This is an optimization exercise on Yosys and OpenROAD, whose aim is small area, a short achievable clock period and few clock cycles, not a production implementation.
In this exercise RTL edits were held to simulation tests only and were not proved equivalent to the original.
Power figures rest on the tool's default switching activity, not on a simulated workload.

==> flow/design.v <==
module LASER (
    input CLK,
    input RST,
    input [3:0] X,
    input [3:0] Y,
    output reg [3:0] C1X,
    output reg [3:0] C1Y,
    output reg [3:0] C2X,
    output reg [3:0] C2Y,
    output reg DONE
);
    reg [3:0] px [0:39];      
    reg [4:0] yr [0:39];      
    reg [39:0] pm;            
    reg       run;            
    reg [5:0] in_cnt;
    reg [4:0] cyc;            
    reg       par;            
    reg [5:0] b_cnt;
    reg [3:0] b_x, b_y;
    wire rowcyc = run & (cyc <= 5'd11);
    wire mcyc   = run & (cyc == 5'd16);
    wire ecyc   = run & (cyc == 5'd15);
    wire dcyc   = run & (cyc == 5'd14);    
    wire clr    = run & (cyc == 5'd12);    
    wire last_in = ~run & (in_cnt == 6'd39);
    reg [4:0] ndelta;         
    reg [4:0] delta_n;
    wire [3:0] b_y_n;         
    always @* begin
        if (RST)
            delta_n = 5'd0;
        else if (!run)
            delta_n = last_in ? 5'd1 : (in_cnt == 6'd38) ? 5'd2 : 5'd0;
        else if (cyc <= 5'd9 || cyc == 5'd16)
            delta_n = 5'd1;
        else if (cyc == 5'd14)
            delta_n = same ? 5'd0 : {1'b0, b_y_n} - 5'd13;
        else if (cyc == 5'd15)
            delta_n = 5'd2 - {1'b0, b_y};
        else
            delta_n = 5'd0;
    end
    always @(posedge CLK) ndelta <= -delta_n;
    genvar t, c;
    wire [4:0] yr_in [0:39];
    generate
        for (t = 0; t < 40; t = t + 1) begin : ys
            wire [4:0] s;
            laser_add5 u_add (.a(yr[(t + 39) % 40]), .b(ndelta), .s(s));
            if (t == 0) begin : in0
                wire [4:0] ny = last_in ? {1'b0, Y} - 5'd2 : {1'b0, Y};
                assign yr_in[t] = run ? s : ny;
            end else begin : nx
                assign yr_in[t] = s;
            end
        end
    endgenerate
    wire [11:0] colbit [0:39];
    wire [39:0] newmask;
    reg [11:0] bx_hot;        
    generate
        for (t = 0; t < 40; t = t + 1) begin : tg
            laser_tfun u_tf (.px(px[t]), .yr(yr[t]), .en(~pm[t]), .col(colbit[t]));
            assign newmask[t] = |(colbit[t] & bx_hot);
        end
    endgenerate
    reg [13-1:0] pa [0:11];
    reg [5:0] cnt [0:11];
    generate
        for (c = 0; c < 12; c = c + 1) begin : pc
            wire [39:0] bits;
            for (t = 0; t < 40; t = t + 1) begin : bb
                assign bits[t] = colbit[t][c];
            end
            wire [13-1:0] part;
            wire [5:0] sum;
            pc40_a u_a (.in(bits), .out(part));
            pc40_b u_b (.in(pa[c]), .out(sum));
            always @(posedge CLK) begin
                pa[c] <= part;
                cnt[c] <= sum;
            end
        end
    endgenerate
    reg [5:0] mc [0:2];
    reg [3:0] mx [0:2];
    generate
        for (c = 0; c < 3; c = c + 1) begin : am
            wire [5:0] v0 = cnt[4*c], v1 = cnt[4*c+1], v2 = cnt[4*c+2], v3 = cnt[4*c+3];
            wire g01 = v1 > v0, g02 = v2 > v0, g03 = v3 > v0;
            wire g12 = v2 > v1, g13 = v3 > v1, g23 = v3 > v2;
            wire w0 = ~g01 & ~g02 & ~g03;
            wire w1 = g01 & ~g12 & ~g13;
            wire w2 = g02 & g12 & ~g23;
            always @(posedge CLK) begin
                mc[c] <= w0 ? v0 : w1 ? v1 : w2 ? v2 : v3;
                mx[c] <= w0 ? (4*c + 2) : w1 ? (4*c + 3) : w2 ? (4*c + 4) : (4*c + 5);
            end
        end
    endgenerate
    reg vB, vC, vD, fB, fC, fD;
    reg [3:0] rB, rC, rD;
    wire g01 = mc[1] > mc[0];
    wire g02 = mc[2] > mc[0];
    wire g12 = mc[2] > mc[1];
    wire w0 = (fD | (mc[0] > b_cnt)) & ~g01 & ~g02;
    wire w1 = (fD | (mc[1] > b_cnt)) & g01 & ~g12;
    wire w2 = (fD | (mc[2] > b_cnt)) & g02 & g12;
    wire take = vD & (w0 | w1 | w2);
    wire [5:0] rmc = w0 ? mc[0] : w1 ? mc[1] : mc[2];
    wire [3:0] rmx = w0 ? mx[0] : w1 ? mx[1] : mx[2];
    assign b_y_n = take ? rD : b_y;
    wire [3:0] b_x_n = take ? rmx : b_x;
    wire same = par ? (b_x_n == C1X && b_y_n == C1Y) : (b_x_n == C2X && b_y_n == C2Y);
    wire m00 = (Y == 4'd0 && X <= 4'd4) || (Y <= 4'd2 && X <= 4'd3) ||
               (Y == 4'd3 && X <= 4'd2) || (Y == 4'd4 && X == 4'd0);
    integer i;
    always @(posedge CLK) begin
        px[0] <= run ? px[39] : (X ^ {1'b0, X[3:1]});    
        yr[0] <= yr_in[0];
        pm[0] <= run ? (mcyc ? newmask[39] : pm[39] & ~clr) : m00;
        for (i = 1; i < 40; i = i + 1) begin
            px[i] <= px[i-1];
            yr[i] <= yr_in[i];
            pm[i] <= mcyc ? newmask[i-1] : pm[i-1] & ~clr;
        end
        vB <= rowcyc;
        fB <= (cyc == 5'd0);
        rB <= cyc[3:0] + 4'd2;
        vC <= vB; fC <= fB; rC <= rB;
        vD <= vC; fD <= fC; rD <= rC;
        if (take) begin
            b_cnt <= rmc;
            b_x <= rmx;
            for (i = 0; i < 12; i = i + 1)
                bx_hot[i] <= (rmx == i + 2);
            b_y <= rD;
        end
        if (RST) begin
            run <= 1'b0;
            in_cnt <= 6'd0;
            DONE <= 1'b0;
        end else if (!run) begin
            DONE <= 1'b0;
            in_cnt <= last_in ? 6'd0 : in_cnt + 6'd1;
            if (last_in)
                run <= 1'b1;
        end else if (dcyc && same) begin
            DONE <= 1'b1;
            run <= 1'b0;
        end
        if (last_in) begin
            cyc <= 5'd0;
            par <= 1'b0;
            C1X <= 4'd0;  C1Y <= 4'd0;
            C2X <= 4'd15; C2Y <= 4'd15;
        end else begin
            cyc <= mcyc ? 5'd0 : cyc + 5'd1;
            if (ecyc) begin
                par <= ~par;
                if (par) begin C1X <= b_x; C1Y <= b_y; end
                else     begin C2X <= b_x; C2Y <= b_y; end
            end
        end
    end
endmodule
module laser_tfun(px, yr, en, col);
  input [3:0] px;
  wire [3:0] px;
  input [4:0] yr;
  wire [4:0] yr;
  input en;
  wire en;
  output [11:0] col;
  wire [11:0] col;
  wire _0_;
  wire _10_;
  wire _11_;
  wire _12_;
  wire _13_;
  wire _14_;
  wire _15_;
  wire _16_;
  wire _17_;
  wire _18_;
  wire _19_;
  wire _1_;
  wire _20_;
  wire _21_;
  wire _22_;
  wire _23_;
  wire _24_;
  wire _25_;
  wire _26_;
  wire _27_;
  wire _28_;
  wire _29_;
  wire _2_;
  wire _30_;
  wire _31_;
  wire _32_;
  wire _33_;
  wire _34_;
  wire _35_;
  wire _36_;
  wire _37_;
  wire _38_;
  wire _39_;
  wire _3_;
  wire _40_;
  wire _41_;
  wire _42_;
  wire _43_;
  wire _44_;
  wire _4_;
  wire _5_;
  wire _6_;
  wire _7_;
  wire _8_;
  wire _9_;
  assign col[0] = _1_ & ~(_23_);
  assign col[11] = px[3] & ~(_23_);
  assign _22_ = ~px[2];
  assign _21_ = yr[1] | yr[0];
  assign _20_ = yr[4] | yr[3];
  assign _19_ = ~((_21_ & yr[2]) | _20_);
  assign _18_ = ~(yr[3] & yr[2]);
  assign _17_ = yr[4] & ~(_18_);
  assign _16_ = ~((_17_ | _19_) & en);
  assign _15_ = ~px[0];
  assign _14_ = ~(yr[1] & yr[0]);
  assign _13_ = yr[2] ? yr[1] : _14_;
  assign _12_ = ~px[1];
  assign _11_ = ~((_21_ | _15_) & _12_);
  assign _10_ = ~((_13_ | _15_) & _11_);
  assign _9_ = _21_ & ~(_15_);
  assign _8_ = ~(_9_ | _13_);
  assign _7_ = ~((_8_ & _10_) | _16_);
  assign _6_ = ~(yr[1] | yr[0]);
  assign _5_ = ~((_6_ | px[0]) & _13_);
  assign _4_ = yr[2] & ~(_21_);
  assign _3_ = ~((_5_ & _12_) | _4_);
  assign _2_ = ~((_3_ | _22_) & _7_);
  assign col[10] = px[3] & ~(_2_);
  assign _1_ = ~px[3];
  assign _0_ = ~((_3_ | px[2]) & _7_);
  assign _44_ = _15_ & ~(_21_);
  assign _43_ = px[1] | ~(px[2]);
  assign _42_ = _43_ | ~(_44_);
  assign col[9] = ~((_42_ & _1_) | _0_);
  assign _41_ = px[0] & ~(_13_);
  assign _40_ = _11_ & ~(_41_);
  assign _39_ = ~((_12_ | _15_) & _4_);
  assign _38_ = _39_ & ~(_16_);
  assign _37_ = ~((_40_ | px[2]) & _38_);
  assign _36_ = _13_ & ~(_9_);
  assign _35_ = _43_ | ~(_36_);
  assign col[8] = ~((_35_ & _1_) | _37_);
  assign _34_ = ~((px[1] | _15_) & _4_);
  assign _33_ = ~((_34_ & px[2]) | (_36_ & px[1]));
  assign _32_ = _33_ | _16_;
  assign _31_ = px[0] & ~(_21_);
  assign _30_ = px[2] & ~(_5_);
  assign _29_ = ~((_30_ | _15_) & (_31_ | _12_));
  assign col[7] = ~((_29_ & _1_) | _32_);
  assign _28_ = ~((_21_ & _12_) | _30_);
  assign _27_ = _8_ & _11_;
  assign _26_ = ~((_44_ & px[1]) | px[2]);
  assign _25_ = _26_ | _16_;
  assign _24_ = _25_ | _27_;
  assign col[6] = ~((_28_ & _1_) | _24_);
  assign col[5] = ~((_28_ & px[3]) | _24_);
  assign col[4] = ~((_29_ & px[3]) | _32_);
  assign col[3] = ~((_35_ & px[3]) | _37_);
  assign col[2] = ~((_42_ & px[3]) | _0_);
  assign col[1] = _1_ & ~(_2_);
  assign _23_ = ~((_40_ | _22_) & _38_);
endmodule
module laser_add5 (input [4:0] a, input [4:0] b, output [4:0] s);
    wire c0 = a[0] & b[0];
    wire c1 = (a[1] & b[1]) | (a[1] & c0) | (b[1] & c0);
    wire c2 = (a[2] & b[2]) | (a[2] & c1) | (b[2] & c1);
    wire c3 = (a[3] & b[3]) | (a[3] & c2) | (b[3] & c2);
    assign s = {a[4] ^ b[4] ^ c3, a[3] ^ b[3] ^ c2, a[2] ^ b[2] ^ c1, a[1] ^ b[1] ^ c0, a[0] ^ b[0]};
endmodule
module pc40_a (input [39:0] in, output [12:0] out);
    wire a1, a2, a3, a4, a5, a6, a7, a8, a9, a10, a11, a12, a13, a14, a15, a16;
    wire a17, a18, a19, a20, a21, a22, a23, a24, a25, a26, a27, a28, a29, a30, a31, a32;
    wire a33, a34, a35, a36, a37, a38, a39, a40, a41, a42, a43, a44, a45, a46, a47, a48;
    wire a49, a50, a51, a52, a53, a54;
    assign a1 = in[0] ^ in[1] ^ in[2];
    assign a2 = (in[0] & in[1]) | (in[0] & in[2]) | (in[1] & in[2]);
    assign a3 = in[3] ^ in[4] ^ in[5];
    assign a4 = (in[3] & in[4]) | (in[3] & in[5]) | (in[4] & in[5]);
    assign a5 = in[6] ^ in[7] ^ in[8];
    assign a6 = (in[6] & in[7]) | (in[6] & in[8]) | (in[7] & in[8]);
    assign a7 = in[9] ^ in[10] ^ in[11];
    assign a8 = (in[9] & in[10]) | (in[9] & in[11]) | (in[10] & in[11]);
    assign a9 = in[12] ^ in[13] ^ in[14];
    assign a10 = (in[12] & in[13]) | (in[12] & in[14]) | (in[13] & in[14]);
    assign a11 = in[15] ^ in[16] ^ in[17];
    assign a12 = (in[15] & in[16]) | (in[15] & in[17]) | (in[16] & in[17]);
    assign a13 = in[18] ^ in[19] ^ in[20];
    assign a14 = (in[18] & in[19]) | (in[18] & in[20]) | (in[19] & in[20]);
    assign a15 = in[21] ^ in[22] ^ in[23];
    assign a16 = (in[21] & in[22]) | (in[21] & in[23]) | (in[22] & in[23]);
    assign a17 = in[24] ^ in[25] ^ in[26];
    assign a18 = (in[24] & in[25]) | (in[24] & in[26]) | (in[25] & in[26]);
    assign a19 = in[27] ^ in[28] ^ in[29];
    assign a20 = (in[27] & in[28]) | (in[27] & in[29]) | (in[28] & in[29]);
    assign a21 = in[30] ^ in[31] ^ in[32];
    assign a22 = (in[30] & in[31]) | (in[30] & in[32]) | (in[31] & in[32]);
    assign a23 = in[33] ^ in[34] ^ in[35];
    assign a24 = (in[33] & in[34]) | (in[33] & in[35]) | (in[34] & in[35]);
    assign a25 = in[36] ^ in[37] ^ in[38];
    assign a26 = (in[36] & in[37]) | (in[36] & in[38]) | (in[37] & in[38]);
    assign a27 = a1 ^ a3 ^ a5;
    assign a28 = (a1 & a3) | (a1 & a5) | (a3 & a5);
    assign a29 = a7 ^ a9 ^ a11;
    assign a30 = (a7 & a9) | (a7 & a11) | (a9 & a11);
    assign a31 = a13 ^ a15 ^ a17;
    assign a32 = (a13 & a15) | (a13 & a17) | (a15 & a17);
    assign a33 = a19 ^ a21 ^ a23;
    assign a34 = (a19 & a21) | (a19 & a23) | (a21 & a23);
    assign a35 = a2 ^ a4 ^ a6;
    assign a36 = (a2 & a4) | (a2 & a6) | (a4 & a6);
    assign a37 = a8 ^ a10 ^ a12;
    assign a38 = (a8 & a10) | (a8 & a12) | (a10 & a12);
    assign a39 = a14 ^ a16 ^ a18;
    assign a40 = (a14 & a16) | (a14 & a18) | (a16 & a18);
    assign a41 = a20 ^ a22 ^ a24;
    assign a42 = (a20 & a22) | (a20 & a24) | (a22 & a24);
    assign a43 = a27 ^ a29 ^ a31;
    assign a44 = (a27 & a29) | (a27 & a31) | (a29 & a31);
    assign a45 = a33 ^ a25 ^ in[39];
    assign a46 = (a33 & a25) | (a33 & in[39]) | (a25 & in[39]);
    assign a47 = a28 ^ a30 ^ a32;
    assign a48 = (a28 & a30) | (a28 & a32) | (a30 & a32);
    assign a49 = a34 ^ a35 ^ a37;
    assign a50 = (a34 & a35) | (a34 & a37) | (a35 & a37);
    assign a51 = a39 ^ a41 ^ a26;
    assign a52 = (a39 & a41) | (a39 & a26) | (a41 & a26);
    assign a53 = a36 ^ a38 ^ a40;
    assign a54 = (a36 & a38) | (a36 & a40) | (a38 & a40);
    assign out = {a54, a42, a53, a52, a50, a48, a51, a49, a47, a46, a44, a45, a43};
endmodule
module pc40_b (input [12:0] in, output [5:0] out);
    wire b1, b2, b3, b4, b5, b6, b7, b8, b9, b10, b11, b12, b13, b14, b15, b16;
    wire b17, b18, b19, b20, b21, b22;
    assign b1 = in[2] ^ in[3] ^ in[4];
    assign b2 = (in[2] & in[3]) | (in[2] & in[4]) | (in[3] & in[4]);
    assign b3 = in[7] ^ in[8] ^ in[9];
    assign b4 = (in[7] & in[8]) | (in[7] & in[9]) | (in[8] & in[9]);
    assign b5 = b1 ^ in[5] ^ in[6];
    assign b6 = (b1 & in[5]) | (b1 & in[6]) | (in[5] & in[6]);
    assign b7 = b2 ^ b3 ^ in[10];
    assign b8 = (b2 & b3) | (b2 & in[10]) | (b3 & in[10]);
    assign b9 = b6 ^ b7 ^ in[11];
    assign b10 = (b6 & b7) | (b6 & in[11]) | (b7 & in[11]);
    assign b11 = b8 ^ b4 ^ in[12];
    assign b12 = (b8 & b4) | (b8 & in[12]) | (b4 & in[12]);
    assign b13 = in[0] ^ in[1];
    assign b14 = in[0] & in[1];
    assign b15 = b5 ^ b14;
    assign b16 = b5 & b14;
    assign b17 = b9 ^ b16;
    assign b18 = b9 & b16;
    assign b19 = b10 ^ b11 ^ b18;
    assign b20 = (b10 & b11) | (b10 & b18) | (b11 & b18);
    assign b21 = b12 ^ b20;
    assign b22 = b12 & b20;
    assign out = {b22, b21, b19, b17, b15, b13};
endmodule
==> flow/run.sh <==
#!/bin/bash
# synth_recipe.tcl (not shown) runs the flow's synth.tcl, then flattens the netlist and writes it again
# the make line also repeats each setting of config.mk as NAME=value (left out here)
make -C /OpenROAD-flow-scripts/flow DESIGN_CONFIG=/design/flow/config.mk WORK_HOME=/design/flow/orfs CLKGATE_MAP_FILE= SYNTH_SCRIPT=/design/flow/synth_recipe.tcl finish
==> flow/config.mk <==
export PLATFORM = sky130hd
export DESIGN_NAME = LASER
export DESIGN_NICKNAME = LASER
export VERILOG_FILES = /design/flow/design.v
export SDC_FILE = /design/flow/constraint.sdc
export NUM_CORES = 4
export LEC_CHECK = 0
export ABC_AREA = 1
export CAP_MARGIN = 30
export CORE_MARGIN = 2
export CORE_UTILIZATION = 40
export SETUP_SLACK_MARGIN = 5
export SLEW_MARGIN = 20
==> flow/constraint.sdc <==
create_clock -name core_clock -period 10.0 [get_ports {CLK}]
set_input_delay 2.0000 -clock core_clock [delete_from_list [all_inputs] [get_ports {CLK}]]
set_output_delay 2.0000 -clock core_clock [all_outputs]
set_load 0.01 [all_outputs]
==> flow_summary_export.csv, run 1 <==
group,metric,value,unit
yosys,synth_cell_type_count,57,
power_and_ir_drop,power.static_leakage,0.0259,uW
clocking,clk_pin_slew_worst_paths,0.06,ns
timing,hold_slack,0.319,ns
cells_and_area,leading_cell_type_in_the_layout_fill_and_taps_excluded,"inv_1",
power_and_ir_drop,ir_drop,159,uV
route,vias,42568,
route,wl_per_cell,22.0,um
critical_path,worst-endpoint-required,10.57,ns
place,place_hpwl,138000,um
route,drtPass1Iterations,8,
route,route.detailed.vias_per_inst,5.41,
power_and_ir_drop,power.share.sequential,34.0,%
yosys,ys_seq_elements,734,
power_and_ir_drop,combinationalPowerShare,36.8,%
route,routed_wl,173000,um
clocking,cts_hold_repair.buffers,0,
critical_path,r2r-start,"mc[1][5]",
critical_path,crit_startpoint,"mc[1][5]",
timing,grt_setup_unrepaired,"no",
clocking,clk_root_buffer_cell,"clkbuf_16",
cells_and_area,synthToLayoutAreaGrowth,10.2,%
global_routing,use_met1,37.2,%
global_routing,grt-busiest-layer,"met2",
cells_and_area,final_nets,6957,
timing,layout_min_cycle_time,3.86,ns
clocking,insertion_delay,0.68,ns
timing,max_slew_margin,28.7,%
critical_path,critical_path_arrival,4.43,ns
critical_path,reg2reg_to,"ndelta[4]",
power_and_ir_drop,power.clock.fraction,29.2,%
place,gp_congestion,1.01,
critical_path,kind_of_end_point_of_the_critical_path,"register",
critical_path,r2r_slack,6.14,ns
clocking,clock_sink_count,734,
timing,hold_viol,0,
floorplan,core,0.124,mm2
cells_and_area,final_cell_count_no_fill,7875,
timing,setup_viol,0,
critical_path,critical_path_peak_fanout,21,
yosys,synth_area_per_cell,8.17,um2
global_routing,grt_util_met3,5.10,%
floorplan,io_pins,27,
clocking,postCtsSetupRepairBufs,0,
cells_and_area,final_cell_mix,"1154 x inv_1, 978 x nand2_1, 712 x dfxtp_1, 528 x fa_1, 495 x nor2_1",
yosys,synth_edf_count,18,
yosys,dominantRegCellSynth,"dfxtp_1",
floorplan,die-height,358,um
place,buffer_ports.inserted,26,
critical_path,reg2reg_depth,23,
global_routing,grt_start_max_net_pins,41,
power_and_ir_drop,sw_frac_of_total,39.6,%
power_and_ir_drop,power_per_cell_area,206,mW/mm2
timing,final.setup.tns,0,ns
cells_and_area,post_route_cells_drive_above_1_share,3.64,%
power_and_ir_drop,p_int,6890,uW
timing,maxSlewViolCount,0,
place,numPlacedInstances,7714,
min_path,timing.hold.worst_path_depth,0,
yosys,number_of_standard_cells_after_synthesis,6132,
cells_and_area,post-route-util,44.6,%
global_routing,grt_pass1_wl,260000,um
yosys,ys_async_sr_fraction,0,%
critical_path,critPathKind,"register to register",
timing,fmaxAchievable,259,MHz
yosys,yosys_warning_count,13,
timing,post-route-period-util,38.6,%
floorplan,die_width,358,um
floorplan,num_rows,129,
clocking,cts.repair.resized,0,
global_routing,groute.layer.met2.usage,41.3,%
global_routing,grt.total_usage,27.1,%
floorplan,die_area,0.128,mm2
min_path,min_path_type,"register to register",
critical_path,start_kind,"register",
yosys,synth.cell_area,0.0501,mm2
global_routing,grt.overflow.total,0,
global_routing,grt_antenna_before_repair,2,
clocking,cts_buffer_depth,3,
global_routing,grt_pass1_vias,41580,
min_path,hold_start,"vC",
yosys,synth-seq-area-share,29.7,%
route,drt.antenna.violating_nets,0,
floorplan,initial_utilization,40.4,%
run_status,outcome,"finished clean",
power_and_ir_drop,p_switching,4520,uW
route,dr.first_iter.drc_count,4744,
job,cap_violations,0,
timing,worst-slew-pin-transition,1.06,ns
min_path,hold-path-endpoint,"vD",
power_and_ir_drop,fin_total_pwr,11400,uW
clocking,cts_tree,"yes",
route,drc,0,
yosys,synth_nets,6922,
clocking,cts_buffers,88,
clocking,htree_num_levels,3,
timing,final.setup_skew,0.0307,ns
cell usage after synthesis, drive strengths merged (3+ instances only):
cell type     n  share of area [%]
o211ai       60               0.90
nand3b       18               0.27
a32o          3              0.060
a21o          6              0.090
a221oi       35               0.61
o21a         34               0.51
o21ai       428                4.3
nor4         11               0.14
o31ai        11               0.16
a22o          4              0.070
a22oi        30               0.45
clkbuf      102               0.76
clkinv        9              0.067
o2111a        3              0.067
nor2        500                3.8
o22ai        83                1.0
dfxtp       716                 29
a31oi        69               0.86
o21bai       34               0.51
a211oi       33               0.49
fa          528                 21
nand3       341                3.5
o221ai       22               0.38
o2111ai      11               0.19
ha          252                6.3
o32ai         7               0.12
a41oi         3              0.052
edfxtp       18                1.1
a32oi         4              0.070
a21boi       32               0.48
nand2       997                7.6
a21oi       332                3.3
buf          11               0.11
nor3         76               0.76
xor2          5              0.087
and3          4              0.050
inv        1160                8.7
nand4        29               0.36
xnor2        82                1.4
o211a        20               0.40
metrics by stage:
stage	instance area, um2	worst slack (ns)
global route	55200	5.60
floorplan	50100	6.61
finish	55200	6.14
CTS	55200	6.03
detailed placement	52200	6.04
global placement	52200	6.06
critical path, cell delays in order, from the launching register on:
cell and delay (ns):
dfxtp_1 0.40, inv_1 0.08, ha_1 0.31, a21oi_1 0.21
nand3_1 0.11, nand2_1 0.13, nand3_4 0.23, nand3_4 0.21
nand2_4 0.19, inv_2 0.43, nand2_1 0.18, nand3b_1 0.12
nand2_1 0.05, nor2_1 0.13, nand3_2 0.14, nand3_1 0.11
nand2_1 0.06, nand2_1 0.05, nand2_1 0.05, nand2_1 0.10
ha_1 0.22, nand2_1 0.08, o21ai_1 0.12, nand2_1 0.07
flip-flops by register name, summed over array words and instances, names as in the netlist, 6 cells and up:
register  cells
b_cnt         6
bx_hot       12
cnt          72
in_cnt        6
mc           18
mx            9
pa          156
pm           40
px          160
yr          200
power by group through the flow:
stage                     combinational [uW]  sequential [uW]  clock, uW
after floorplan                         2740             3730          0
after global placement                  4030             3930          0
after detailed placement                4100             3930          0
after CTS                               4150             3870       3390
after global routing                    4750             3920       3510
final                                   4190             3880       3340
metal layers:
metal  part of all wire (%)  wire length (um)
met5                  0.043                74
met4                    5.2              9040
met3                    8.1             14100
met2                     43             74700
met1                     44             75400
how the worst max path moves through the flow:
| stage | endpoint | slack [ns] | cells past startpoint |
|---|---|---|---|
| floorplan | yr[10][4] | 6.61 | 6 |
| global placement | ndelta[4] | 6.06 | 26 |
| detailed placement | ndelta[4] | 6.04 | 23 |
| CTS | ndelta[4] | 6.03 | 23 |
| global route | ndelta[4] | 5.60 | 26 |
| finish | ndelta[4] | 6.14 | 23 |
layout make-up:
class | count | area (um2)
flip-flops and latches | 734 | 14900
diodes | 1 | 2.50
repair buffers | 58 | 500
inverters | 1169 | 4390
clock buffers | 119 | 2520
multi-input cells | 4116 | 30400
well taps | 1637 | 2050
fillers | 12196 | 68700
clock inverters | 41 | 478
cells by family after synthesis:
| kind of cell | Yosys count | share of synthesized area (%) |
|---|---|---|
| adder cells (fa/ha/maj) | 780 | 27.4 |
| XOR/XNOR | 87 | 1.52 |
| AO/OA/AOI/OAI | 1270 | 15.2 |
| buffers and inverters | 1282 | 9.63 |
| flip-flops | 734 | 29.7 |
| AND/OR/NAND/NOR | 1979 | 16.6 |
Testbench counts, summed over its fixed seeds: cycles 15,260.
==> run 2, diff against run 1 <==
==> flow/flow/run.sh (new file) <==
#!/bin/bash
# Own flow: the standard layout (standard.sh, unchanged synthesis), only
# with a larger setup repair margin, so that the resizer keeps shortening
# paths that already meet the 10 ns clock. Each tool's output goes to
# standard.log (make) in this folder; ORFS's own logs stay under orfs/logs.
set -euo pipefail
sed -e 's/SETUP_SLACK_MARGIN=[0-9.]*/SETUP_SLACK_MARGIN=6.6/' standard.sh > standard_margin.sh
bash standard_margin.sh > standard.log 2>&1
==> flow/standard.sh (new file) <==
#!/bin/bash
# synth_recipe.tcl (not shown) runs the flow's synth.tcl, then flattens the netlist and writes it again
# the make line also repeats each setting of config.mk as NAME=value (left out here)
make -C /OpenROAD-flow-scripts/flow DESIGN_CONFIG=/design/flow/config.mk WORK_HOME=/design/flow/orfs CLKGATE_MAP_FILE= SYNTH_SCRIPT=/design/flow/synth_recipe.tcl "${@:-finish}"
removed: flow/run.sh
==> run 2 against run 1 <==
- still clean on timing, DRC and antenna
- register-to-register slack gained 0.50 ns
- sequential share of layout area shrank 0.77 points
- clock skew shrank 0.0039 ns
- synthesized cell count is the same
- cell area grew 3.4%
- area after synthesis is the same
- wire length grew 1.2%
- combinational power grew 7.2%
- utilization grew 1.5 points
- hold slack gained 0.0023 ns
- first-iteration DRC count shrank 6.9%
- non-clock buffer count grew 43
- largest power group unchanged
- highest routed layer unchanged
==> flow_summary_export.csv, run 2 <==
group,metric,value,unit
route,dr.first_iter.drc_count,4417,
critical_path,worst-endpoint-required,10.56,ns
critical_path,critical_path_arrival,3.92,ns
yosys,ys_async_sr_fraction,0,%
yosys,yosys_warning_count,13,
cells_and_area,largestRegisters,"yr x200, px x160, pa x156",
global_routing,grt_pass1_wl,261000,um
route,drc,0,
route,drtPass1Iterations,8,
clocking,clock_sink_count,734,
yosys,netlist_top_cells_count,"1157 x inv_1, 978 x nand2_1, 716 x dfxtp_1",
cells_and_area,post_route_cells_drive_above_1_share,10.3,%
timing,final.setup_skew,0.0268,ns
place,buffer_ports.inserted,26,
yosys,post-synth-top-count-cell,"inv_1",
cells_and_area,synthToLayoutAreaGrowth,14.0,%
job,cap_violations,0,
clocking,clk_root_buffer_cell,"clkbuf_16",
yosys,synthTopCellsByArea,"dfxtp_1 29%, fa_1 21%, inv_1 8.7%",
critical_path,kind_of_end_point_of_the_critical_path,"register",
route,routed_wl,175000,um
yosys,synth_cell_type_count,57,
power_and_ir_drop,fin_total_pwr,11700,uW
min_path,min_path_type,"register to register",
clocking,clk_pin_slew_worst_paths,0.07,ns
cells_and_area,fillerInstances,12093,
timing,worst-slew-pin-transition,1.04,ns
route,drt.antenna.violating_nets,0,
timing,maxSlewViolCount,0,
yosys,synth-seq-area-share,29.7,%
timing,hold_viol,0,
floorplan,num_rows,129,
power_and_ir_drop,power.clock.fraction,28.5,%
critical_path,worst_path_max_delay_cell,"fa_1",
timing,setup_ws,6.64,ns
floorplan,die_width,358,um
place,dp_worst_setup_slack,6.04,ns
cells_and_area,largest-register,"yr",
critical_path,critPathKind,"register to register",
power_and_ir_drop,power.share.sequential,33.2,%
clocking,cts_buffer_depth,3,
yosys,synth_nets,6922,
cells_and_area,final_nets,7001,
timing,fmaxAchievable,297,MHz
yosys,synth_area_per_cell,8.17,um2
floorplan,core,0.124,mm2
yosys,ys_seq_elements,734,
timing,grt_setup_unrepaired,"yes",
timing,layout_min_cycle_time,3.36,ns
critical_path,cp_cell_sequence,"nor2_2 > inv_1 > nor2_2 > nor2_1 > inv_1 > o21ai_0 > a31oi_1 > o211ai_1 > fa_1 > fa_1 > inv_1 > fa_1",
floorplan,io_pins,27,
power_and_ir_drop,combinationalPowerShare,38.3,%
cells_and_area,post-route-util,46.1,%
global_routing,grt_start_max_net_pins,41,
cells_and_area,final_cell_mix,"1134 x inv_1, 962 x nand2_1, 668 x dfxtp_1, 501 x fa_1, 404 x nor2_1",
critical_path,slowest_delay,0.61,ns
global_routing,grt_pass1_vias,41732,
floorplan,initial_utilization,40.4,%
timing,setup_viol,0,
yosys,synth_edf_count,18,
timing,final.setup.tns,0,ns
floorplan,die-height,358,um
place,place_hpwl,138000,um
yosys,number_of_standard_cells_after_synthesis,6132,
power_and_ir_drop,sw_frac_of_total,39.8,%
power_and_ir_drop,power.static_leakage,0.0263,uW
yosys,dominantRegCellSynth,"dfxtp_1",
clocking,htree_num_levels,3,
route,vias,42916,
route,route.detailed.vias_per_inst,5.42,
clocking,cts_hold_repair.buffers,0,
clocking,cts_tree,"yes",
clocking,insertion_delay,0.68,ns
run_status,outcome,"finished clean",
critical_path,timing.critical_path.max_delay_family,"adder cells",
yosys,netlist.area_leader.share,28.6,%
timing,max_slew_margin,30.8,%
route,wl_per_cell,22.2,um
power_and_ir_drop,p_int,7060,uW
global_routing,grt.total_usage,27.2,%
global_routing,grt_antenna_before_repair,1,
critical_path,start_kind,"register",
cells_and_area,largest_register_ffs,200,
timing,post-route-period-util,33.6,%
floorplan,die_area,0.128,mm2
power_and_ir_drop,power_per_cell_area,205,mW/mm2
critical_path,critical_path_peak_fanout,4,
clocking,cts_buffers,88,
power_and_ir_drop,p_switching,4670,uW
place,gp_congestion,1.01,
cells_and_area,antenna-diode-count,0,
critical_path,cp_num_buf_inv,3,
yosys,synth_top_area_cell,"dfxtp_1",
yosys,synth.cell_area,0.0501,mm2
global_routing,grt.overflow.total,0,
cells_and_area,leading_cell_type_in_the_layout_fill_and_taps_excluded,"inv_1",
power_and_ir_drop,ir_drop,160,uV
## run 2: cell counts after synthesis
Identical to the previous run, type by type.
## run 2: layout make-up
type / count / area, um2 / area share, %
Multi-Input combinational cell: 4117 / 31900 / 55.8
Sequential cell: 734 / 15000 / 26.2
Inverter: 1169 / 4410 / 7.71
Clock buffer: 119 / 2520 / 4.41
Tap cell: 1637 / 2050 / 3.58
Timing Repair Buffer: 101 / 835 / 1.46
Clock inverter: 41 / 478 / 0.836
## run 2: worst paths after layout
kind | end | slack [ns] | start | depth (start not counted)
setup reg to reg | pa[9][0] | 6.64 | yr[10][1] | 12
setup / recovery | pa[9][0] | 6.64 | yr[10][1] | 12
hold reg to reg | vD | 0.32 | vC | 0
hold / removal | vD | 0.32 | vC | 0
## run 2: timing repair
item,in CTS,in global routing
setup endpoints to repair,144,154
buffers inserted,5,38
pin swaps,20,108
gates resized for setup,189,409
endpoints found under the hold margin,0,0
gates cloned,0,1
## run 2: cells by family (layout without fill, tap and decap cells)
kind of cell,after synthesis,in the layout,synth area share (%)
compound gates,1270,1270,15.2
xor+xnor,87,87,1.52
fa+ha+maj,780,780,27.4
buf+inv,1282,1430,9.63
flops,734,734,29.7
simple gates,1979,1980,16.6
## run 2: metal layers
metal	vias to the layer above	part of all wire, %	track usage, %
met2	1800	44	41.7
met5	-	0.029	0.296
met4	2	5.0	12.1
met1	20633	43	37.2
met3	432	8.0	5.29
li1	20049	-	-
## run 2: through the flow
stage | hold slack (ns) | area [um2] | instances
final | 0.321 | 57100 | 7918
after global routing | 0.329 | 57100 | 7918
after CTS | 0.323 | 55600 | 7879
after detailed placement | 0.312 | 52200 | 7714
after global placement | 0.311 | 52200 | 7713
after floorplan | 0.310 | 50100 | 6132
## run 2: power groups by stage
stage	clock (uW)	sequential, uW	combinational [uW]
3_3_place_gp	0	3930	4030
6_report	3340	3900	4490
3_5_place_dp	0	3930	4100
2_1_floorplan	0	3730	2740
4_1_cts	3390	3870	4200
5_1_grt	3510	3940	5050
==> run 3, diff against run 2 <==
--- a/flow/design.v
+++ b/flow/design.v
@@ -18,30 +18,44 @@
     reg       par;            
     reg [5:0] b_cnt;
     reg [3:0] b_x, b_y;
+    integer i;
+    reg vB, vC, fB, fC;       
+    reg [3:0] rB, rC;         
+    function gt6;
+        input [5:0] a, b;
+        integer k;
+        reg g;
+        begin
+            g = 1'b0;
+            for (k = 0; k < 6; k = k + 1)
+                g = (a[k] & ~b[k]) | ((a[k] | ~b[k]) & g);
+            gt6 = g;
+        end
+    endfunction
     wire rowcyc = run & (cyc <= 5'd11);
-    wire mcyc   = run & (cyc == 5'd16);
-    wire ecyc   = run & (cyc == 5'd15);
-    wire dcyc   = run & (cyc == 5'd14);    
+    wire mcyc   = run & (cyc == 5'd15);
+    wire ecyc   = run & (cyc == 5'd14);
+    wire dcyc   = run & (cyc == 5'd13);    
     wire clr    = run & (cyc == 5'd12);    
     wire last_in = ~run & (in_cnt == 6'd39);
-    reg [4:0] ndelta;         
-    reg [4:0] delta_n;
-    wire [3:0] b_y_n;         
+    reg [4:0] ndelta;
+    reg [4:0] nd_n;
+    wire take;
     always @* begin
         if (RST)
-            delta_n = 5'd0;
+            nd_n = 5'd0;
         else if (!run)
-            delta_n = last_in ? 5'd1 : (in_cnt == 6'd38) ? 5'd2 : 5'd0;
-        else if (cyc <= 5'd9 || cyc == 5'd16)
-            delta_n = 5'd1;
-        else if (cyc == 5'd14)
-            delta_n = same ? 5'd0 : {1'b0, b_y_n} - 5'd13;
-        else if (cyc == 5'd15)
-            delta_n = 5'd2 - {1'b0, b_y};
+            nd_n = last_in ? -5'd1 : (in_cnt == 6'd38) ? -5'd2 : 5'd0;
+        else if (cyc <= 5'd9 || cyc == 5'd15)
+            nd_n = -5'd1;
+        else if (cyc == 5'd13)       
+            nd_n = take ? 5'd13 - {1'b0, rC} : 5'd13 - {1'b0, b_y};
+        else if (cyc == 5'd14)       
+            nd_n = {1'b0, b_y} - 5'd2;
         else
-            delta_n = 5'd0;
+            nd_n = 5'd0;
     end
-    always @(posedge CLK) ndelta <= -delta_n;
+    always @(posedge CLK) ndelta <= nd_n;
     genvar t, c;
     wire [4:0] yr_in [0:39];
     generate
@@ -65,57 +79,72 @@
             assign newmask[t] = |(colbit[t] & bx_hot);
         end
     endgenerate
-    reg [13-1:0] pa [0:11];
-    reg [5:0] cnt [0:11];
+    reg [11-1:0] pa [0:11];
+    reg [5:0] pc [0:5];       
+    reg       ph [0:5];       
     generate
-        for (c = 0; c < 12; c = c + 1) begin : pc
+        for (c = 0; c < 12; c = c + 1) begin : pcnt
             wire [39:0] bits;
             for (t = 0; t < 40; t = t + 1) begin : bb
                 assign bits[t] = colbit[t][c];
             end
-            wire [13-1:0] part;
+            wire [11-1:0] part;
             wire [5:0] sum;
             pc40_a u_a (.in(bits), .out(part));
             pc40_b u_b (.in(pa[c]), .out(sum));
+            always @(posedge CLK) pa[c] <= part;
+        end
+        for (c = 0; c < 6; c = c + 1) begin : pair
+            wire [5:0] s0 = pcnt[2*c].sum, s1 = pcnt[2*c+1].sum;
+            wire hi = gt6(s1, s0);
             always @(posedge CLK) begin
-                pa[c] <= part;
-                cnt[c] <= sum;
+                pc[c] <= hi ? s1 : s0;
+                ph[c] <= hi;
             end
         end
     endgenerate
-    reg [5:0] mc [0:2];
-    reg [3:0] mx [0:2];
+    wire [5:0] w;
     generate
-        for (c = 0; c < 3; c = c + 1) begin : am
-            wire [5:0] v0 = cnt[4*c], v1 = cnt[4*c+1], v2 = cnt[4*c+2], v3 = cnt[4*c+3];
-            wire g01 = v1 > v0, g02 = v2 > v0, g03 = v3 > v0;
-            wire g12 = v2 > v1, g13 = v3 > v1, g23 = v3 > v2;
-            wire w0 = ~g01 & ~g02 & ~g03;
-            wire w1 = g01 & ~g12 & ~g13;
-            wire w2 = g02 & g12 & ~g23;
-            always @(posedge CLK) begin
-                mc[c] <= w0 ? v0 : w1 ? v1 : w2 ? v2 : v3;
-                mx[c] <= w0 ? (4*c + 2) : w1 ? (4*c + 3) : w2 ? (4*c + 4) : (4*c + 5);
+        for (c = 0; c < 6; c = c + 1) begin : win
+            wire [5:0] beats_lo, beats_hi;
+            for (t = 0; t < 6; t = t + 1) begin : cmp
+                if (t < c) begin : lo
+                    assign beats_lo[t] = gt6(pc[c], pc[t]);
+                    assign beats_hi[t] = 1'b1;
+                end else if (t > c) begin : hi
+                    assign beats_lo[t] = 1'b1;
+                    assign beats_hi[t] = ~gt6(pc[t], pc[c]);
+                end else begin : eq
+                    assign beats_lo[t] = 1'b1;
+                    assign beats_hi[t] = 1'b1;
+                end
             end
+            assign w[c] = (fC | gt6(pc[c], b_cnt)) & (&beats_lo) & (&beats_hi);
         end
     endgenerate
-    reg vB, vC, vD, fB, fC, fD;
-    reg [3:0] rB, rC, rD;
-    wire g01 = mc[1] > mc[0];
-    wire g02 = mc[2] > mc[0];
-    wire g12 = mc[2] > mc[1];
-    wire w0 = (fD | (mc[0] > b_cnt)) & ~g01 & ~g02;
-    wire w1 = (fD | (mc[1] > b_cnt)) & g01 & ~g12;
-    wire w2 = (fD | (mc[2] > b_cnt)) & g02 & g12;
-    wire take = vD & (w0 | w1 | w2);
-    wire [5:0] rmc = w0 ? mc[0] : w1 ? mc[1] : mc[2];
-    wire [3:0] rmx = w0 ? mx[0] : w1 ? mx[1] : mx[2];
-    assign b_y_n = take ? rD : b_y;
-    wire [3:0] b_x_n = take ? rmx : b_x;
-    wire same = par ? (b_x_n == C1X && b_y_n == C1Y) : (b_x_n == C2X && b_y_n == C2Y);
+    assign take = vC & (|w);
+    reg [5:0] rmc;
+    reg [3:0] rmx;
+    always @* begin
+        rmc = 6'd0;
+        rmx = 4'd0;
+        for (i = 0; i < 6; i = i + 1)
+            if (w[i]) begin
+                rmc = rmc | pc[i];
+                rmx = rmx | (2 * i + 2 + ph[i]);
+            end
+    end
+    wire [3:0] ox = par ? C1X : C2X;
+    wire [3:0] oy = par ? C1Y : C2Y;
+    wire [5:0] same_w;
+    generate
+        for (c = 0; c < 6; c = c + 1) begin : sm
+            assign same_w[c] = w[c] & ((2 * c + 2 + ph[c]) == ox) & (rC == oy);
+        end
+    endgenerate
+    wire same = take ? (|same_w) : (b_x == ox && b_y == oy);
     wire m00 = (Y == 4'd0 && X <= 4'd4) || (Y <= 4'd2 && X <= 4'd3) ||
                (Y == 4'd3 && X <= 4'd2) || (Y == 4'd4 && X == 4'd0);
-    integer i;
     always @(posedge CLK) begin
         px[0] <= run ? px[39] : (X ^ {1'b0, X[3:1]});    
         yr[0] <= yr_in[0];
@@ -129,13 +158,12 @@
         fB <= (cyc == 5'd0);
         rB <= cyc[3:0] + 4'd2;
         vC <= vB; fC <= fB; rC <= rB;
-        vD <= vC; fD <= fC; rD <= rC;
         if (take) begin
             b_cnt <= rmc;
             b_x <= rmx;
             for (i = 0; i < 12; i = i + 1)
                 bx_hot[i] <= (rmx == i + 2);
-            b_y <= rD;
+            b_y <= rC;
         end
         if (RST) begin
             run <= 1'b0;
@@ -284,11 +312,11 @@
     wire c3 = (a[3] & b[3]) | (a[3] & c2) | (b[3] & c2);
     assign s = {a[4] ^ b[4] ^ c3, a[3] ^ b[3] ^ c2, a[2] ^ b[2] ^ c1, a[1] ^ b[1] ^ c0, a[0] ^ b[0]};
 endmodule
-module pc40_a (input [39:0] in, output [12:0] out);
+module pc40_a (input [39:0] in, output [10:0] out);
     wire a1, a2, a3, a4, a5, a6, a7, a8, a9, a10, a11, a12, a13, a14, a15, a16;
     wire a17, a18, a19, a20, a21, a22, a23, a24, a25, a26, a27, a28, a29, a30, a31, a32;
     wire a33, a34, a35, a36, a37, a38, a39, a40, a41, a42, a43, a44, a45, a46, a47, a48;
-    wire a49, a50, a51, a52, a53, a54;
+    wire a49, a50, a51, a52, a53, a54, a55, a56, a57, a58;
     assign a1 = in[0] ^ in[1] ^ in[2];
     assign a2 = (in[0] & in[1]) | (in[0] & in[2]) | (in[1] & in[2]);
     assign a3 = in[3] ^ in[4] ^ in[5];
@@ -343,32 +371,32 @@
     assign a52 = (a39 & a41) | (a39 & a26) | (a41 & a26);
     assign a53 = a36 ^ a38 ^ a40;
     assign a54 = (a36 & a38) | (a36 & a40) | (a38 & a40);
-    assign out = {a54, a42, a53, a52, a50, a48, a51, a49, a47, a46, a44, a45, a43};
+    assign a55 = a44 ^ a46 ^ a47;
+    assign a56 = (a44 & a46) | (a44 & a47) | (a46 & a47);
+    assign a57 = a48 ^ a50 ^ a52;
+    assign a58 = (a48 & a50) | (a48 & a52) | (a50 & a52);
+    assign out = {a54, a58, a42, a53, a57, a56, a51, a49, a55, a45, a43};
 endmodule
-module pc40_b (input [12:0] in, output [5:0] out);
+module pc40_b (input [10:0] in, output [5:0] out);
     wire b1, b2, b3, b4, b5, b6, b7, b8, b9, b10, b11, b12, b13, b14, b15, b16;
-    wire b17, b18, b19, b20, b21, b22;
+    wire b17, b18;
     assign b1 = in[2] ^ in[3] ^ in[4];
     assign b2 = (in[2] & in[3]) | (in[2] & in[4]) | (in[3] & in[4]);
-    assign b3 = in[7] ^ in[8] ^ in[9];
-    assign b4 = (in[7] & in[8]) | (in[7] & in[9]) | (in[8] & in[9]);
-    assign b5 = b1 ^ in[5] ^ in[6];
-    assign b6 = (b1 & in[5]) | (b1 & in[6]) | (in[5] & in[6]);
-    assign b7 = b2 ^ b3 ^ in[10];
-    assign b8 = (b2 & b3) | (b2 & in[10]) | (b3 & in[10]);
-    assign b9 = b6 ^ b7 ^ in[11];
-    assign b10 = (b6 & b7) | (b6 & in[11]) | (b7 & in[11]);
-    assign b11 = b8 ^ b4 ^ in[12];
-    assign b12 = (b8 & b4) | (b8 & in[12]) | (b4 & in[12]);
-    assign b13 = in[0] ^ in[1];
-    assign b14 = in[0] & in[1];
-    assign b15 = b5 ^ b14;
-    assign b16 = b5 & b14;
-    assign b17 = b9 ^ b16;
-    assign b18 = b9 & b16;
-    assign b19 = b10 ^ b11 ^ b18;
-    assign b20 = (b10 & b11) | (b10 & b18) | (b11 & b18);
-    assign b21 = b12 ^ b20;
-    assign b22 = b12 & b20;
-    assign out = {b22, b21, b19, b17, b15, b13};
+    assign b3 = in[5] ^ in[6] ^ in[7];
+    assign b4 = (in[5] & in[6]) | (in[5] & in[7]) | (in[6] & in[7]);
+    assign b5 = b2 ^ b3 ^ in[8];
+    assign b6 = (b2 & b3) | (b2 & in[8]) | (b3 & in[8]);
+    assign b7 = b4 ^ in[9] ^ in[10];
+    assign b8 = (b4 & in[9]) | (b4 & in[10]) | (in[9] & in[10]);
+    assign b9 = in[0] ^ in[1];
+    assign b10 = in[0] & in[1];
+    assign b11 = b1 ^ b10;
+    assign b12 = b1 & b10;
+    assign b13 = b5 ^ b12;
+    assign b14 = b5 & b12;
+    assign b15 = b6 ^ b7 ^ b14;
+    assign b16 = (b6 & b7) | (b6 & b14) | (b7 & b14);
+    assign b17 = b8 ^ b16;
+    assign b18 = b8 & b16;
+    assign out = {b18, b17, b15, b13, b11, b9};
 endmodule
==> run 3 against run 2 <==
- clock skew rose by 0.024 ns
- total power down 7.2%
- die area is 5.8% lower
- clock-buffer cell count shrank 11
- clock power fell by 5%
- sequential power is 14% lower
- critical endpoint is now pa[0][2]
- largest cell class unchanged
- highest routed layer is now met4
==> flow_summary_export.csv, run 3 <==
group,metric,value,unit
job,cap_violations,0,
clocking,cts_buffer_depth,3,
clocking,clock_sink_count,647,
timing,post-route-period-util,36.5,%
yosys,yosys_warning_count,11,
timing,final.setup_skew,0.0508,ns
floorplan,io_pins,27,
cells_and_area,largestRegisters,"yr x200, px x160, pa x132",
global_routing,grt_antenna_before_repair,0,
place,place_hpwl,129000,um
power_and_ir_drop,p_int,6460,uW
clocking,cts_buffers,79,
timing,setup_viol,0,
cells_and_area,final_nets,6896,
global_routing,grt_start_max_net_pins,41,
critical_path,critical_path_arrival,4.22,ns
route,drt.antenna.violating_nets,0,
yosys,synth-seq-area-share,28.0,%
clocking,cts_tree,"yes",
yosys,synth_top_area_cell,"dfxtp_1",
global_routing,grt_util_met3,4.26,%
run_status,outcome,"finished clean",
route,wl_per_cell,21.4,um
yosys,ys_async_sr_fraction,0,%
critical_path,start_kind,"register",
yosys,netlist_top_cells_count,"1316 x nand2_1, 1035 x inv_1, 621 x dfxtp_1",
route,routed_wl,168000,um
yosys,post-synth-top-count-cell,"nand2_1",
yosys,ys_seq_elements,647,
yosys,number_of_standard_cells_after_synthesis,6098,
timing,maxSlewViolCount,0,
route,dr.first_iter.drc_count,3834,
cells_and_area,final_cell_mix,"1251 x nand2_1, 922 x inv_1, 502 x dfxtp_1, 378 x fa_1, 343 x nor2_1",
route,drtPass1Iterations,6,
power_and_ir_drop,power_per_cell_area,192,mW/mm2
floorplan,die_width,347,um
yosys,synth_area_per_cell,7.73,um2
power_and_ir_drop,power.static_leakage,0.0253,uW
min_path,min_path_type,"register to register",
floorplan,initial_utilization,40.5,%
yosys,netlist.area_leader.share,26.4,%
route,vias,42583,
route,drc,0,
power_and_ir_drop,sw_frac_of_total,40.6,%
power_and_ir_drop,p_switching,4420,uW
place,buffer_ports.inserted,26,
clocking,clk_root_buffer_cell,"clkbuf_16",
timing,worst-slew-pin-transition,1.03,ns
timing,hold_viol,0,
critical_path,r2r_slack,6.35,ns
timing,max_slew_margin,31.6,%
cells_and_area,largest_register_ffs,200,
global_routing,grt_pass1_vias,41648,
clocking,clk_pin_slew_worst_paths,0.06,ns
global_routing,grt.overflow.total,0,
yosys,synth_cell_type_count,61,
clocking,htree_num_levels,3,
timing,grt_setup_unrepaired,"yes",
cells_and_area,synthToLayoutAreaGrowth,20.3,%
cells_and_area,fillerInstances,11008,
timing,layout_min_cycle_time,3.65,ns
floorplan,die_area,0.121,mm2
critical_path,kind_of_end_point_of_the_critical_path,"register",
place,dp_worst_setup_slack,6.01,ns
critical_path,critical_path_peak_fanout,3,
global_routing,use_met1,36.2,%
place,gp_congestion,0.993,
power_and_ir_drop,power.share.sequential,30.9,%
global_routing,groute.layer.met2.usage,44.3,%
global_routing,grt-busiest-layer,"met2",
timing,final.setup.tns,0,ns
timing,fmaxAchievable,274,MHz
power_and_ir_drop,ir_drop,150,uV
clocking,insertion_delay,0.70,ns
yosys,synthTopCellsByArea,"dfxtp_1 26%, fa_1 22%, nand2_1 10%",
yosys,dominantRegCellSynth,"dfxtp_1",
cells_and_area,post_route_cells_drive_above_1_share,21.6,%
critical_path,critPathKind,"register to register",
timing,setup_ws,6.35,ns
critical_path,worst-endpoint-required,10.57,ns
floorplan,die-height,347,um
yosys,synth.cell_area,0.0472,mm2
floorplan,num_rows,125,
global_routing,grt_pass1_wl,252000,um
floorplan,core,0.117,mm2
global_routing,grt.total_usage,27.4,%
cells_and_area,largest-register,"yr",
power_and_ir_drop,combinationalPowerShare,39.9,%
power_and_ir_drop,power.clock.fraction,29.1,%
cells_and_area,leading_cell_type_in_the_layout_fill_and_taps_excluded,"nand2_1",
yosys,synth_edf_count,26,
clocking,cts_hold_repair.buffers,0,
route,route.detailed.vias_per_inst,5.43,
yosys,synth_nets,6743,
## run 3: path summary, 6_finish.rpt
path | from | to | depth (start not counted)
worst max-delay path | yr[5][0] | pa[0][2] | 13
worst min-delay path | rB[2] | rC[2] | 0
worst max register to register | yr[5][0] | pa[0][2] | 13
worst min register to register | rB[2] | rC[2] | 0
## run 3: area by class of cell
class	instances	area (um2)	area share, %
Clock inverter	37	581	1.02
Sequential cell	647	13400	23.6
Clock buffer	108	2280	4.02
Tap cell	1524	1910	3.36
Timing Repair Buffer	189	1590	2.81
Antenna cell	1	2.50	0.00441
Inverter	1094	4140	7.29
Multi-Input combinational cell	4240	32800	57.9
## run 3: timing repair
item	4_1_cts	5_1_grt
endpoints found under the setup margin	95	105
cloned	0	1
buffers inserted	97	33
pin swaps	207	120
endpoints found under the hold margin	0	0
resized for setup	828	426
## run 3: per-stage QoR
stage | cell area, um2 | total power [uW] | hold WS [ns] | std cells | utilization, %
5_1_grt | 56700 | 11600 | 0.321 | 7839 | 48.7
2_1_floorplan | 47200 | 5780 | 0.310 | 6098 | -
6_report | 56700 | 10900 | 0.308 | 7840 | 48.7
4_1_cts | 55200 | 10600 | 0.321 | 7804 | 47.4
3_3_place_gp | 49100 | 7070 | 0.311 | 7557 | 42.1
3_5_place_dp | 49200 | 7100 | 0.312 | 7562 | 42.2
## run 3: power by group through the flow
| stage | sequential, uW | combinational (uW) | clock, uW |
|---|---|---|---|
| 2_1_floorplan | 3200 | 2580 | 0 |
| 3_3_place_gp | 3390 | 3680 | 0 |
| 3_5_place_dp | 3390 | 3710 | 0 |
| 4_1_cts | 3350 | 4030 | 3220 |
| 5_1_grt | 3400 | 4820 | 3330 |
| 6_report | 3370 | 4350 | 3170 |
## run 3: logic make-up (layout without fill, tap and decap cells)
| group | after synthesis | in the layout | synth area share [%] |
|---|---|---|---|
| other | 0 | 1 | 0 |
| and+or+nand+nor | 2310 | 2310 | 20.4 |
| xor gates and xnor gates | 95 | 95 | 1.76 |
| DFF | 647 | 647 | 28.0 |
| buffers and inverters | 1212 | 1428 | 9.73 |
| AOI/OAI and AO/OA | 1199 | 1200 | 14.8 |
| adders and majority gates | 635 | 635 | 25.3 |
## run 3: worst max-delay path, stage by stage (launching register included)
cell,delay (ns)
dfxtp_4,0.35
nor2_4,0.13
nor2_2,0.05
o31ai_2,0.26
nand2_1,0.15
or2_1,0.25
a21o_1,0.18
inv_2,0.08
nand2_2,0.07
fa_2,0.56
inv_2,0.05
fa_2,0.41
fa_2,0.57
fa_2,0.42
## run 3: routing by layer
metal	vias up	share of wire [%]
li1	19881	-
met3	435	7.2
met4	0	5.3
met5	-	0
met2	1837	45
met1	20430	42
Testbench counts of run 3, summed over its fixed seeds: cycles 14,720.
==> run 4, diff against run 3 <==
==> flow/flow/run.sh (replaced) <==
#!/bin/bash
# Own flow: the standard layout (standard.sh, unchanged synthesis), only
# with a larger setup repair margin, so that the resizer keeps shortening
# paths that already meet the 10 ns clock. Each tool's output goes to
# standard.log (make) in this folder; ORFS's own logs stay under orfs/logs.
set -euo pipefail
sed -e 's/SETUP_SLACK_MARGIN=[0-9.]*/SETUP_SLACK_MARGIN=7.2/' standard.sh > standard_margin.sh
bash standard_margin.sh > standard.log 2>&1
==> run 4 against run 3 <==
- critical endpoint is now pa[9][2]
- sequential share of layout area down 0.69 points
- via count up 2.0%
- hold slack better by 0.017 ns
- utilization up 2.2 points
- die area did not move
- global-route usage increased by 0.21 points
- sequential cell count unchanged
- area after synthesis unchanged
- first-iteration DRC count increased by 8.9%
- setup slack gained 0.026 ns
- critical path depth is 1 lower
- synthesized cell count did not move
==> flow_summary_export.csv, run 4 <==
group,metric,value,unit
run_status,outcome,"finished clean",
timing,hold_slack,0.325,ns
timing,grt_setup_unrepaired,"yes",
critical_path,kind_of_end_point_of_the_critical_path,"register",
yosys,dominantRegCellSynth,"dfxtp_1",
floorplan,io_pins,27,
route,wl_met1,70600,um
route,route.detailed.vias_per_inst,5.48,
global_routing,grt_pass1_wl,255000,um
timing,layout_min_cycle_time,3.62,ns
yosys,number_of_standard_cells_after_synthesis,6098,
yosys,complex_gate_fraction_of_the_synthesized_area,14.8,%
job,cap_violations,0,
cells_and_area,leading_cell_type_in_the_layout_fill_and_taps_excluded,"nand2_1",
yosys,post-synth-top-count-cell,"nand2_1",
route,drtPass1Iterations,6,
timing,post-route-period-util,36.2,%
timing,hold_viol,0,
yosys,synth_edf_count,26,
yosys,synth_cell_type_count,61,
yosys,netlist.area_leader.share,26.4,%
yosys,synth-seq-area-share,28.0,%
critical_path,critical_path_peak_fanout,4,
clocking,cts_buffers,81,
cells_and_area,final_nets,6976,
route,wl_per_cell,21.6,um
cells_and_area,post-route-util,50.9,%
power_and_ir_drop,ir_drop,230,uV
route,wl_met3,14200,um
min_path,min_path_type,"register to register",
timing,maxSlewViolCount,0,
global_routing,grt.total_usage,27.6,%
floorplan,num_rows,125,
critical_path,critPathKind,"register to register",
yosys,synth_top_area_cell,"dfxtp_1",
place,dp_worst_setup_slack,6.10,ns
global_routing,grt_antenna_before_repair,2,
critical_path,reg2reg_depth,12,
critical_path,reg2reg_to,"pa[9][2]",
yosys,synth-xor-area-share,1.76,%
floorplan,initial_utilization,40.5,%
route,dr.first_iter.drc_count,4177,
power_and_ir_drop,power.static_leakage,0.0258,uW
critical_path,critical_path_arrival,4.25,ns
yosys,post_synth_and_or_nand_nor_area_fraction,20.4,%
timing,setup_ws,6.38,ns
global_routing,grt_pass1_vias,41972,
yosys,synth_nets,6743,
clocking,insertion_delay,0.68,ns
critical_path,r2r-start,"yr[3][0]",
yosys,netlist_top_cells_count,"1316 x nand2_1, 1035 x inv_1, 621 x dfxtp_1",
min_path,timing.hold.worst_path_depth,0,
cells_and_area,post_route_cells_drive_above_1_share,30.5,%
route,drt.antenna.violating_nets,0,
global_routing,grt.overflow.total,0,
yosys,synth_area_per_cell,7.73,um2
cells_and_area,largest-register,"yr",
place,dpl_cell_area,0.0501,mm2
floorplan,die-height,347,um
route,detailroute.wirelength.met2,77600,um
cells_and_area,design_area,0.0593,mm2
place,place_hpwl,128000,um
floorplan,die_width,347,um
route,maxUsedRoutingLayer,"met4",
place,gp_congestion,1.00,
timing,worst-slew-pin-transition,0.991,ns
critical_path,r2r_slack,6.38,ns
yosys,post_synth_adder_cell_area,25.3,%
critical_path,start_kind,"register",
min_path,hold_start,"rB[3]",
clocking,cts_hold_repair.buffers,0,
clocking,clk_root_buffer_cell,"clkbuf_16",
cells_and_area,largest_register_ffs,200,
critical_path,worst-endpoint-required,10.63,ns
place,buffer_ports.inserted,26,
min_path,hold-path-endpoint,"rC[3]",
clocking,htree_num_levels,3,
yosys,synth_top_family_by_area,"adder cells",
yosys,yosys_warning_count,11,
clocking,cts_buffer_depth,3,
clocking,cts_tree,"yes",
power_and_ir_drop,power_per_cell_area,202,mW/mm2
floorplan,die_area,0.121,mm2
yosys,synth.area.mux_share,0,%
yosys,ys_seq_elements,647,
timing,final.setup.tns,0,ns
timing,fmaxAchievable,276,MHz
yosys,synthTopCellsByArea,"dfxtp_1 26%, fa_1 22%, nand2_1 10%",
timing,setup_viol,0,
route,routed_wl,172000,um
route,drc,0,
cells_and_area,synthToLayoutAreaGrowth,25.7,%
timing,max_slew_margin,33.9,%
floorplan,core,0.117,mm2
cells_and_area,final_cell_mix,"1198 x nand2_1, 822 x inv_1, 414 x dfxtp_1, 304 x nor2_1, 279 x nand3_1",
global_routing,grt_start_max_net_pins,41,
yosys,synth.cell_area,0.0472,mm2
clocking,clock_sink_count,647,
timing,final.setup_skew,0.0282,ns
clocking,clk_pin_slew_worst_paths,0.06,ns
route,vias,43454,
yosys,ys_async_sr_fraction,0,%
cells_and_area,largestRegisters,"yr x200, px x160, pa x132",
## run 4: critical path, cell delays in order, from the launching register on
cell     delay [ns]
dfxtp_4        0.35
nor2_4         0.12
nor2_2         0.05
o31ai_2        0.22
nand2_2        0.12
buf_4          0.16
a31oi_4        0.26
nand3_2        0.18
fa_2           0.51
fa_1           0.42
inv_1          0.18
fa_2           0.47
fa_2           0.53
## run 4: report_power, final
part           internal [uW]  total (uW)  switching [uW]  leakage [uW]
Combinational           2220        5540            3320        0.0189
Clock                   1810        3060            1250       0.00136
Sequential              2980        3400             419       0.00548
Total                   7010       12000            4990        0.0258
## run 4: cell families (layout without fill, tap and decap cells)
group	after synthesis	in the layout
buffers and inverters	1212	1508
other	0	1
XOR/XNOR	95	95
AO/OA/AOI/OAI	1199	1204
AND/OR/NAND/NOR	2310	2310
flip-flops	647	647
adder cells (fa/ha/maj)	635	635
## run 4: worst max-delay path by stage
stage,from,to,slack [ns],cells after the start
global route,yr[17][1],pa[9][2],6.30,12
floorplan,yr[14][1],pa[3][2],6.70,12
detailed placement,yr[34][0],pa[6][2],6.10,11
CTS,yr[3][0],pa[3][2],6.44,12
finish,yr[3][0],pa[9][2],6.38,12
global placement,yr[34][0],pa[6][2],6.13,11
## run 4: final cells by class
type,instances,area (um2)
Timing Repair inverter,1,7.51
Antenna cell,1,2.50
Sequential cell,647,13600
Clock inverter,32,368
Clock buffer,119,2400
Timing Repair Buffer,262,2290
Multi-Input combinational cell,4244,34500
Tap cell,1524,1910
Fill cell,10705,57200
Inverter,1094,4210
## run 4: what timing repair did
item / CTS / global route
endpoints found under the hold margin: 0 / 0
setup endpoints to repair: 296 / 183
gates cloned: 5 / 2
gates resized for setup: 1039 / 659
setup buffers: 126 / 75
pin swaps: 218 / 217
## run 4: per-stage QoR
step                cells  power (uW)
floorplan            6098        5940
global placement     7560        7120
detailed placement   7563        7180
CTS                  7845       11200
global route         7923       12700
finish               7924       12000
## run 4: routing by layer
layer  GRT usage, %  vias to the layer above
met2           43.8                     2028
met4           12.7                        0
met3           5.52                      438
met5              0                        -
met1           36.3                    20877
li1               -                    20111

==> what the ideal ports hide <==
No port has a modelled driver above. Below, the same layouts with a new extraction and two added sets of constraints. Step 1 assumes that a clkbuf_16 drives the clock port and a buf_2 every other input. Step 2, shift: input delay + t, output delay - t, t = (earliest + latest rising clock arrival at the registers) / 2. This alone moves slack from input paths to output paths. Three values: ideal, step 1, step 2; two values: the first two.
| run | t (ns) | setup WS [ns] | worst setup path at the end | clock arrival spread, ns |
|---|---|---|---|---|
| run 1 | 0.744 | 6.138 / 6.138 / 6.138 | register to register | 0.030 / 0.031 |
| run 2 | 0.744 | 6.638 / 6.580 / 6.196 | input to register | 0.028 / 0.028 |
| run 3 | 0.747 | 6.350 / 6.350 / 6.247 | input to register | 0.051 / 0.052 |
| run 4 | 0.750 | 6.375 / 6.375 / 6.375 | register to register | 0.031 / 0.031 |
After both steps setup and hold are still met in every run listed. The setup slack of run 2, which loses most, moves by -0.058 ns with the drivers and by -0.442 ns with both steps.
